Context: an optimization exercise on an open-source flow, tuned for small area and a short achievable clock period. The choices shown serve that exercise and are no tape-out recipe. At most, simulation tests tie the RTL to the original design; equivalence was not proved. No activity file was given, so power comes from the tool's default toggle rates.

== delta ==
==> flow/design.v (excerpt) <==
module conv (
input [4:0] stride,
input  conv_enable,
output reg [18:0] address1,
output [18:0] address2,
output reg [18:0] write_address,
output end_reach,
output reg full_conv_end, dot_sum_end,
input clk,
input reset,
input [9:0] w1 ,h1,w2,h2,
output reg [9:0] width, height
  );
==> module conv, before the edit <==
module conv (
input [4:0] stride,
input  conv_enable,
output reg [18:0] address1,
output [18:0] address2,
output reg [18:0] write_address,
output end_reach,
output reg full_conv_end, dot_sum_end,
input clk,
input reset,
input [9:0] w1 ,h1,w2,h2,
output reg [9:0] width, height
  );
wire [9:0] w2s = {4'b0, w2[5:0]};
wire [9:0] h2s = {4'b0, h2[5:0]};
reg [4:0]  sR;
reg [9:0]  Km;        
reg        K1;        
reg        w2is1;     
reg        h2is1;     
reg        sis1;      
reg [5:0]  h2R;       
function [9:0] sub10;
  input [9:0] a, b;
  reg [10:0] g, p, q;
  integer i, d;
  begin
    g[0] = 1'b1; p[0] = 1'b0;             
    for (i = 0; i < 10; i = i + 1) begin
      g[i+1] = a[i] & ~b[i];
      p[i+1] = a[i] ^ ~b[i];
    end
    q = p;
    for (d = 1; d < 11; d = d * 2)
      for (i = 10; i >= 1; i = i - 1)
        if (i >= d) begin
          g[i] = g[i] | (p[i] & g[i-d]);
          p[i] = p[i] & p[i-d];
        end
    for (i = 0; i < 10; i = i + 1)
      sub10[i] = q[i+1] ^ g[i];
  end
endfunction
always @(posedge clk) begin
  sR     <= stride;
  Km     <= sub10(w1, w2s);
  K1     <= (w1 == w2s);
  w2is1  <= (w2s == 10'd1);
  h2is1  <= (h2s == 10'd1);
  sis1   <= (stride == 5'd1);
  h2R    <= h2[5:0];
end
reg [5:0]  hc;              
reg        wrapF;           
reg [5:0]  vc;              
reg        vclF;            
reg        capF;            
reg [9:0]  P;               
reg        LC;              
reg        Hz;              
reg        HL;              
reg [9:0]  VL;              
reg [9:0]  Vp1;             
reg [18:0] win_base;        
reg [18:0] nrb;             
reg [11:0] a2;              
assign end_reach = 1'b0;
assign address2 = {7'b0, a2};
wire        go      = conv_enable && !full_conv_end;
wire        wrap    = wrapF;
wire        win_end = wrapF && vclF;
wire        row_end = win_end && LC;
wire        cap     = wrapF && Hz && capF;
wire [18:0] a1_inc  = address1 + 19'd1;
wire [18:0] a1_wv   = address1 + {9'b0, Km} + 19'd1;
wire [18:0] a1_bs   = win_base + {14'b0, sR};
wire [18:0] nrb_cur = cap ? a1_wv : nrb;
wire [18:0] a1_n    = row_end ? nrb_cur :
                      win_end ? a1_bs :
                      wrap    ? a1_wv : a1_inc;
wire [9:0]  P_s     = P + {5'b0, sR};
wire [9:0]  P_n     = row_end ? {5'b0, sR} : P_s;
wire [9:0]  VLs     = VL - {5'b0, sR};
wire [9:0]  VLvc    = VL + {4'b0, vc};
wire [6:0]  h2p1    = {1'b0, h2R} + 7'd1;
wire        RL1     = (VLvc == {3'b0, h2p1});
wire        RL2     = (VLvc == {3'b0, h2p1} + 10'd1);
wire        Hz_n    = row_end || (Hz && !win_end);
wire        HL_n    = row_end ? K1 : win_end ? (P == Km) : HL;
wire        fce_n   = (wrap && !win_end && Hz && RL1) ||
                      (row_end && VL == {5'b0, sR});
wire        hgt_n   = (!wrap && hc == 6'd2 && HL && RL1) ||
                      (wrap && !win_end && w2is1 && HL && RL2) ||
                      (win_end && !LC && w2is1 && P == Km && VL == 10'd1) ||
                      (row_end && w2is1 && K1 && VL == 10'd2);    
wire [9:0]  Vp1_n   = row_end ? Vp1 + {5'b0, sR} : Vp1;
always @(posedge clk) begin
  if (reset) begin
    hc <= w2[5:0]; wrapF <= (w2s == 10'd1);
    vc <= h2[5:0]; vclF <= (h2s == 10'd1);
    capF <= (stride == 5'd1);
    P <= {5'b0, stride};
    Hz <= 1'b1; HL <= (w1 == w2s);
    VL <= h1; Vp1 <= 10'd1;
    win_base <= 0;
    address1 <= 0; a2 <= 0; write_address <= 0;
    dot_sum_end <= 0; full_conv_end <= 0;
    width <= 0; height <= 0;
  end else if (conv_enable) begin
    dot_sum_end <= go && win_end;
    if (go) begin
      hc <= wrap ? w2[5:0] : hc - 6'd1;
      wrapF <= wrap ? w2is1 : (hc == 6'd2);
      if (win_end) begin
        vc <= h2[5:0]; vclF <= h2is1; capF <= sis1;
      end else if (wrap) begin
        vc <= vc - 6'd1; vclF <= (vc == 6'd2); capF <= ({1'b0, vc} + {2'b0, sR} == h2p1 + 7'd1);
      end
      if (win_end) P <= P_n;
      Hz <= Hz_n; HL <= HL_n;
      Vp1 <= Vp1_n;
      if (row_end) VL <= VLs;
      address1 <= a1_n;
      if (win_end) win_base <= a1_n;
      a2 <= win_end ? 12'd0 : a2 + 12'd1;
      if (win_end) write_address <= write_address + 19'd1;
      if (row_end) width <= P;
      if (fce_n) full_conv_end <= 1'b1;
      if (hgt_n) height <= Vp1_n;
    end
  end
end
always @(posedge clk) begin
  if (cap) nrb <= a1_wv;
end
wire LC_n = P_n > Km;
wire LC_h = P > Km;
always @(posedge clk) begin
  if (reset) LC <= (w1 == 10'd1);
  else LC <= (go && win_end) ? LC_n : LC_h;
end
endmodule
Settings: LEC_CHECK=0, CAP_MARGIN=20, CORE_MARGIN=2, CORE_UTILIZATION=40, SLEW_MARGIN=20; clock period 11.0 ns.
standard.sh (not shown) runs the stock make flow with config.mk's settings and CLKGATE_MAP_FILE= SYNTH_SCRIPT=/design/flow/synth_recipe.tcl, a recipe that flattens the netlist after the stock synthesis.
==> flow/flow/run.sh <==
#!/bin/bash
set -euo pipefail
cd "$(dirname "$0")/.."
bash standard.sh SETUP_SLACK_MARGIN=7.7 "BUFFER_PORTS_ARGS=-buffer_cell sky130_fd_sc_hd__buf_2" finish > flow_make.log 2>&1
Edits applied to the flow inputs when going from delta to raven:
-- flow/design.v --
<<< delta, line 73
wire        row_end = win_end && LC;
wire        cap     = wrapF && Hz && capF;
wire [18:0] a1_inc  = address1 + 19'd1;
wire [18:0] a1_wv   = address1 + {9'b0, Km} + 19'd1;
wire [18:0] a1_bs   = win_base + {14'b0, sR};
wire [18:0] nrb_cur = cap ? a1_wv : nrb;
wire [18:0] a1_n    = row_end ? nrb_cur :
                      win_end ? a1_bs :
                      wrap    ? a1_wv : a1_inc;
wire [9:0]  P_s     = P + {5'b0, sR};
wire [9:0]  P_n     = row_end ? {5'b0, sR} : P_s;
>>> raven, line 73
wire        row_end = win_end && LC;
wire        cap     = wrapF && Hz && capF;
wire [9:0]  a1_off  = wrap ? Km : 10'd0;
wire [19:0] a1_sum  = {address1, 1'b1} + {9'b0, a1_off, 1'b1};
wire [18:0] a1_adv  = a1_sum[19:1];
wire [18:0] a1_bs   = win_base + {14'b0, sR};
wire [18:0] nrb_cur = cap ? a1_adv : nrb;
wire [18:0] a1_n    = row_end ? nrb_cur :
                      win_end ? a1_bs : a1_adv;
wire [9:0]  P_s     = P + {5'b0, sR};
wire [9:0]  P_n     = row_end ? {5'b0, sR} : P_s;
<<< delta, line 133
end
always @(posedge clk) begin
  if (cap) nrb <= a1_wv;
end
wire LC_n = P_n > Km;
>>> raven, line 133
end
always @(posedge clk) begin
  if (cap) nrb <= a1_adv;
end
wire LC_n = P_n > Km;
Notes after the runs:
delta → raven: length of routed met3 wiring lower; register-to-register slack higher; total design power lower. Sort raven and delta by first-pass GRT wire length desc -> top: delta. delta → raven: core utilization went up; proportion of cell area occupied by registers went up. raven was carried through to the last stage, and its layout satisfied the timing, DRC and antenna checks. raven vs delta — clock buffer count rose 3. Final clock period utilization by the worst path for raven: 1.0 points down relative to delta. | clock edge transition at the registers on the reported setup and hold paths | raven vs delta | ≈ equal |. Taking delta as 1.0, raven lands at 0.938 on wire length after detailed routing.
For delta, only the layout was checked, not whether the RTL still works.


The RTL this note starts from:
==> flow/design.v <==
`timescale 1ns / 1ps
module conv (
input [4:0] stride,
input  conv_enable,
output reg [18:0] address1,
output [18:0] address2,
output reg [18:0] write_address,
output end_reach,
output reg full_conv_end, dot_sum_end,
input clk,
input reset,
input [9:0] w1 ,h1,w2,h2,
output reg [9:0] width, height
  );
reg [4:0]  sR;
reg [9:0]  Km;        
reg        K1;        
reg        w2is1;     
reg        h2is1;     
reg        sis1;      
reg [6:0]  CS1;       
always @(posedge clk) begin
  sR     <= stride;
  Km     <= w1 - w2;
  K1     <= (w1 == w2);
  w2is1  <= (w2 == 10'd1);
  h2is1  <= (h2 == 10'd1);
  sis1   <= (stride == 5'd1);
  CS1    <= {1'b0, h2[5:0]} + 7'd2 - {2'b0, stride};
end
reg [5:0]  hc;              
reg        wrapF;           
reg [5:0]  vc;              
reg        vclF;            
reg        capF;            
reg [9:0]  P;               
reg        LC;              
reg        Hz;              
reg        HL;              
reg [9:0]  RL;              
reg [9:0]  VL;              
reg [9:0]  Vp1;             
reg [18:0] win_base;        
reg [18:0] nrb;             
reg [11:0] a2;              
assign end_reach = 1'b0;
assign address2 = {7'b0, a2};
wire        go      = conv_enable && !full_conv_end;
wire        wrap    = wrapF;
wire        win_end = wrapF && vclF;
wire        row_end = win_end && LC;
wire        cap     = wrapF && Hz && capF;
wire [18:0] a1_inc  = address1 + 19'd1;
wire [18:0] a1_wv   = address1 + {9'b0, Km} + 19'd1;
wire [18:0] a1_bs   = win_base + {14'b0, sR};
wire [18:0] nrb_cur = cap ? a1_wv : nrb;
wire [18:0] a1_n    = row_end ? nrb_cur :
                      win_end ? a1_bs :
                      wrap    ? a1_wv : a1_inc;
wire [9:0]  P_s     = P + {5'b0, sR};
wire [9:0]  P_n     = row_end ? {5'b0, sR} : P_s;
wire [9:0]  VLs     = VL - {5'b0, sR};
wire [9:0]  RL_n    = row_end ? VLs :
                      win_end ? VL :
                      wrap    ? RL - 10'd1 : RL;
wire        RL1     = (RL == 10'd1);
wire        Hz_n    = row_end || (Hz && !win_end);
wire        HL_n    = row_end ? K1 : win_end ? (P == Km) : HL;
wire        fce_n   = (wrap && !win_end && Hz && RL1) ||
                      (row_end && VL == {5'b0, sR});
wire        hgt_n   = (!wrap && hc == 6'd2 && HL && RL1) ||
                      (wrap && !win_end && w2is1 && HL && RL == 10'd2) ||
                      (win_end && !LC && w2is1 && P == Km && VL == 10'd1) ||
                      (row_end && w2is1 && K1 && VLs == 10'd1);
wire [9:0]  Vp1_n   = row_end ? Vp1 + {5'b0, sR} : Vp1;
always @(posedge clk) begin
  if (reset) begin
    hc <= w2[5:0]; wrapF <= (w2 == 10'd1);
    vc <= h2[5:0]; vclF <= (h2 == 10'd1);
    capF <= (stride == 5'd1);
    P <= {5'b0, stride};
    Hz <= 1'b1; HL <= (w1 == w2);
    RL <= h1; VL <= h1; Vp1 <= 10'd1;
    win_base <= 0;
    address1 <= 0; a2 <= 0; write_address <= 0;
    dot_sum_end <= 0; full_conv_end <= 0;
    width <= 0; height <= 0;
  end else if (conv_enable) begin
    dot_sum_end <= go && win_end;
    if (go) begin
      hc <= wrap ? w2[5:0] : hc - 6'd1;
      wrapF <= wrap ? w2is1 : (hc == 6'd2);
      if (win_end) begin
        vc <= h2[5:0]; vclF <= h2is1; capF <= sis1;
      end else if (wrap) begin
        vc <= vc - 6'd1; vclF <= (vc == 6'd2); capF <= ({1'b0, vc} == CS1);
      end
      if (win_end) P <= P_n;
      Hz <= Hz_n; HL <= HL_n;
      RL <= RL_n; Vp1 <= Vp1_n;
      if (row_end) VL <= VLs;
      address1 <= a1_n;
      if (win_end) win_base <= a1_n;
      a2 <= win_end ? 12'd0 : a2 + 12'd1;
      if (win_end) write_address <= write_address + 19'd1;
      if (row_end) width <= P;
      if (fce_n) full_conv_end <= 1'b1;
      if (hgt_n) height <= Vp1_n;
    end
  end
end
always @(posedge clk) begin
  if (cap) nrb <= a1_wv;
end
wire LC_n = P_n > Km;
wire LC_h = P > Km;
always @(posedge clk) begin
  if (reset) LC <= (w1 == 10'd1);
  else LC <= (go && win_end) ? LC_n : LC_h;
end
endmodule
clock: 11.0 ns
lec_check: 0
cap_margin: 20
core_margin: 2
core_utilization: 40
slew_margin: 20
==> flow/flow/run.sh <==
#!/bin/bash
set -euo pipefail
cd "$(dirname "$0")/.."
bash standard.sh SETUP_SLACK_MARGIN=7.8 finish > flow_make.log 2>&1
The first run passed the timing, DRC and antenna checks.
Change:
--- a/flow/design.v
+++ b/flow/design.v
@@ -16,18 +16,22 @@
 reg [9:0]  Km;        
 reg        K1;        
 reg        w2is1;     
 reg        h2is1;     
 reg        sis1;      
+reg [5:0]  h2m1;      
+reg [6:0]  h2m1ms;    
 reg [6:0]  CS1;       
 always @(posedge clk) begin
   sR     <= stride;
   Km     <= w1 - w2;
   K1     <= (w1 == w2);
   w2is1  <= (w2 == 10'd1);
   h2is1  <= (h2 == 10'd1);
   sis1   <= (stride == 5'd1);
+  h2m1   <= h2[5:0] - 6'd1;
+  h2m1ms <= {1'b0, h2[5:0]} - 7'd1 - {2'b0, stride};
   CS1    <= {1'b0, h2[5:0]} + 7'd2 - {2'b0, stride};
 end
 reg [5:0]  hc;              
 reg        wrapF;           
 reg [5:0]  vc;              
@@ -36,11 +40,10 @@
 reg [9:0]  P;               
 reg        LC;              
 reg        Hz;              
 reg        HL;              
 reg [9:0]  RL;              
-reg [9:0]  VL;              
 reg [9:0]  Vp1;             
 reg [18:0] win_base;        
 reg [18:0] nrb;             
 reg [11:0] a2;              
 assign end_reach = 1'b0;
@@ -57,32 +60,27 @@
 wire [18:0] a1_n    = row_end ? nrb_cur :
                       win_end ? a1_bs :
                       wrap    ? a1_wv : a1_inc;
 wire [9:0]  P_s     = P + {5'b0, sR};
 wire [9:0]  P_n     = row_end ? {5'b0, sR} : P_s;
-wire [9:0]  VLs     = VL - {5'b0, sR};
-wire [9:0]  RL_n    = row_end ? VLs :
-                      win_end ? VL :
-                      wrap    ? RL - 10'd1 : RL;
-wire        RL1     = (RL == 10'd1);
+wire [9:0]  RL_d    = row_end ? {{3{h2m1ms[6]}}, h2m1ms} :
+                      win_end ? {4'b0, h2m1} :
+                      wrap    ? 10'h3ff : 10'd0;
+wire [9:0]  RL_n    = RL + RL_d;
 wire        Hz_n    = row_end || (Hz && !win_end);
 wire        HL_n    = row_end ? K1 : win_end ? (P == Km) : HL;
-wire        fce_n   = (wrap && !win_end && Hz && RL1) ||
-                      (row_end && VL == {5'b0, sR});
-wire        hgt_n   = (!wrap && hc == 6'd2 && HL && RL1) ||
-                      (wrap && !win_end && w2is1 && HL && RL == 10'd2) ||
-                      (win_end && !LC && w2is1 && P == Km && VL == 10'd1) ||
-                      (row_end && w2is1 && K1 && VLs == 10'd1);
+wire        fce_n   = (RL_n == 10'd0) && wrap && Hz_n;
+wire        hgt_n   = (RL_n == 10'd1) && HL_n && (wrap ? w2is1 : (hc == 6'd2));
 wire [9:0]  Vp1_n   = row_end ? Vp1 + {5'b0, sR} : Vp1;
 always @(posedge clk) begin
   if (reset) begin
     hc <= w2[5:0]; wrapF <= (w2 == 10'd1);
     vc <= h2[5:0]; vclF <= (h2 == 10'd1);
     capF <= (stride == 5'd1);
     P <= {5'b0, stride};
     Hz <= 1'b1; HL <= (w1 == w2);
-    RL <= h1; VL <= h1; Vp1 <= 10'd1;
+    RL <= h1; Vp1 <= 10'd1;
     win_base <= 0;
     address1 <= 0; a2 <= 0; write_address <= 0;
     dot_sum_end <= 0; full_conv_end <= 0;
     width <= 0; height <= 0;
   end else if (conv_enable) begin
@@ -96,11 +94,10 @@
         vc <= vc - 6'd1; vclF <= (vc == 6'd2); capF <= ({1'b0, vc} == CS1);
       end
       if (win_end) P <= P_n;
       Hz <= Hz_n; HL <= HL_n;
       RL <= RL_n; Vp1 <= Vp1_n;
-      if (row_end) VL <= VLs;
       address1 <= a1_n;
       if (win_end) win_base <= a1_n;
       a2 <= win_end ? 12'd0 : a2 + 12'd1;
       if (win_end) write_address <= write_address + 19'd1;
       if (row_end) width <= P;
After rerunning: Cell area is lower by 1.2%; register-to-register slack got worse by 0.21 ns; power is higher by 0.51%; wire length is lower by 3.9%; combinational power is higher by about 4%; area after synthesis is lower by 2.2%; sequential share of layout area is higher by 0.11 points; hold slack got worse by 0.015 ns; core utilization is higher by 0.77 points; setup slack improved by 0.039 ns; maximum frequency is higher by 1.1%; sequential cell count is higher by 3; count of clock-buffer cells in the layout is higher by 1; critical path depth does not change.
For the second run of this note, only the layout was checked, not whether the RTL still works.

afterwards: timing with drivers on the ports:
The results above use ideal ports. As a check the final layouts listed here were re-extracted and re-timed, cells and wires unchanged.
Step 1 (the two cells are an assumption about what drives the block):
set clk [get_ports {clk}]
set_driving_cell -lib_cell sky130_fd_sc_hd__clkbuf_16 $clk
set_driving_cell -lib_cell sky130_fd_sc_hd__buf_2 [delete_from_list [all_inputs] $clk]
Step 2 moves the port delays by t, midway between the first and last clock arrival at a register: inputs arrive t later, outputs are due t later. That takes back most of the time a late clock gives input paths.
Slacks: no drivers / after step 1 / after step 2; pairs: no drivers / after step 1.
| run | shift t [ns] | setup WS [ns] | clock arrival spread, ns | worst register clock-pin slew, ns | worst data-port slew with drivers (ns) |
|---|---|---|---|---|---|
| delta | 0.486 | 7.548 / 7.550 / 7.064 | 0.012 / 0.012 | 0.08 / 0.08 | 0.15 |
| raven | 0.481 | 7.661 / 7.661 / 7.228 | 0.014 / 0.015 | 0.08 / 0.08 | 0.06 |
| the first run of note 2 | 0.490 | 7.438 / 7.416 / 6.926 | 0.021 / 0.021 | 0.09 / 0.09 | 0.08 |
| the second run of note 2 | 0.494 | 7.478 / 7.436 / 6.942 | 0.019 / 0.019 | 0.09 / 0.09 | 0.09 |
After both steps every run listed still meets setup and hold. The setup slack of the second run of note 2, which loses most, moves by -0.042 ns with the drivers and by -0.536 ns with both steps.
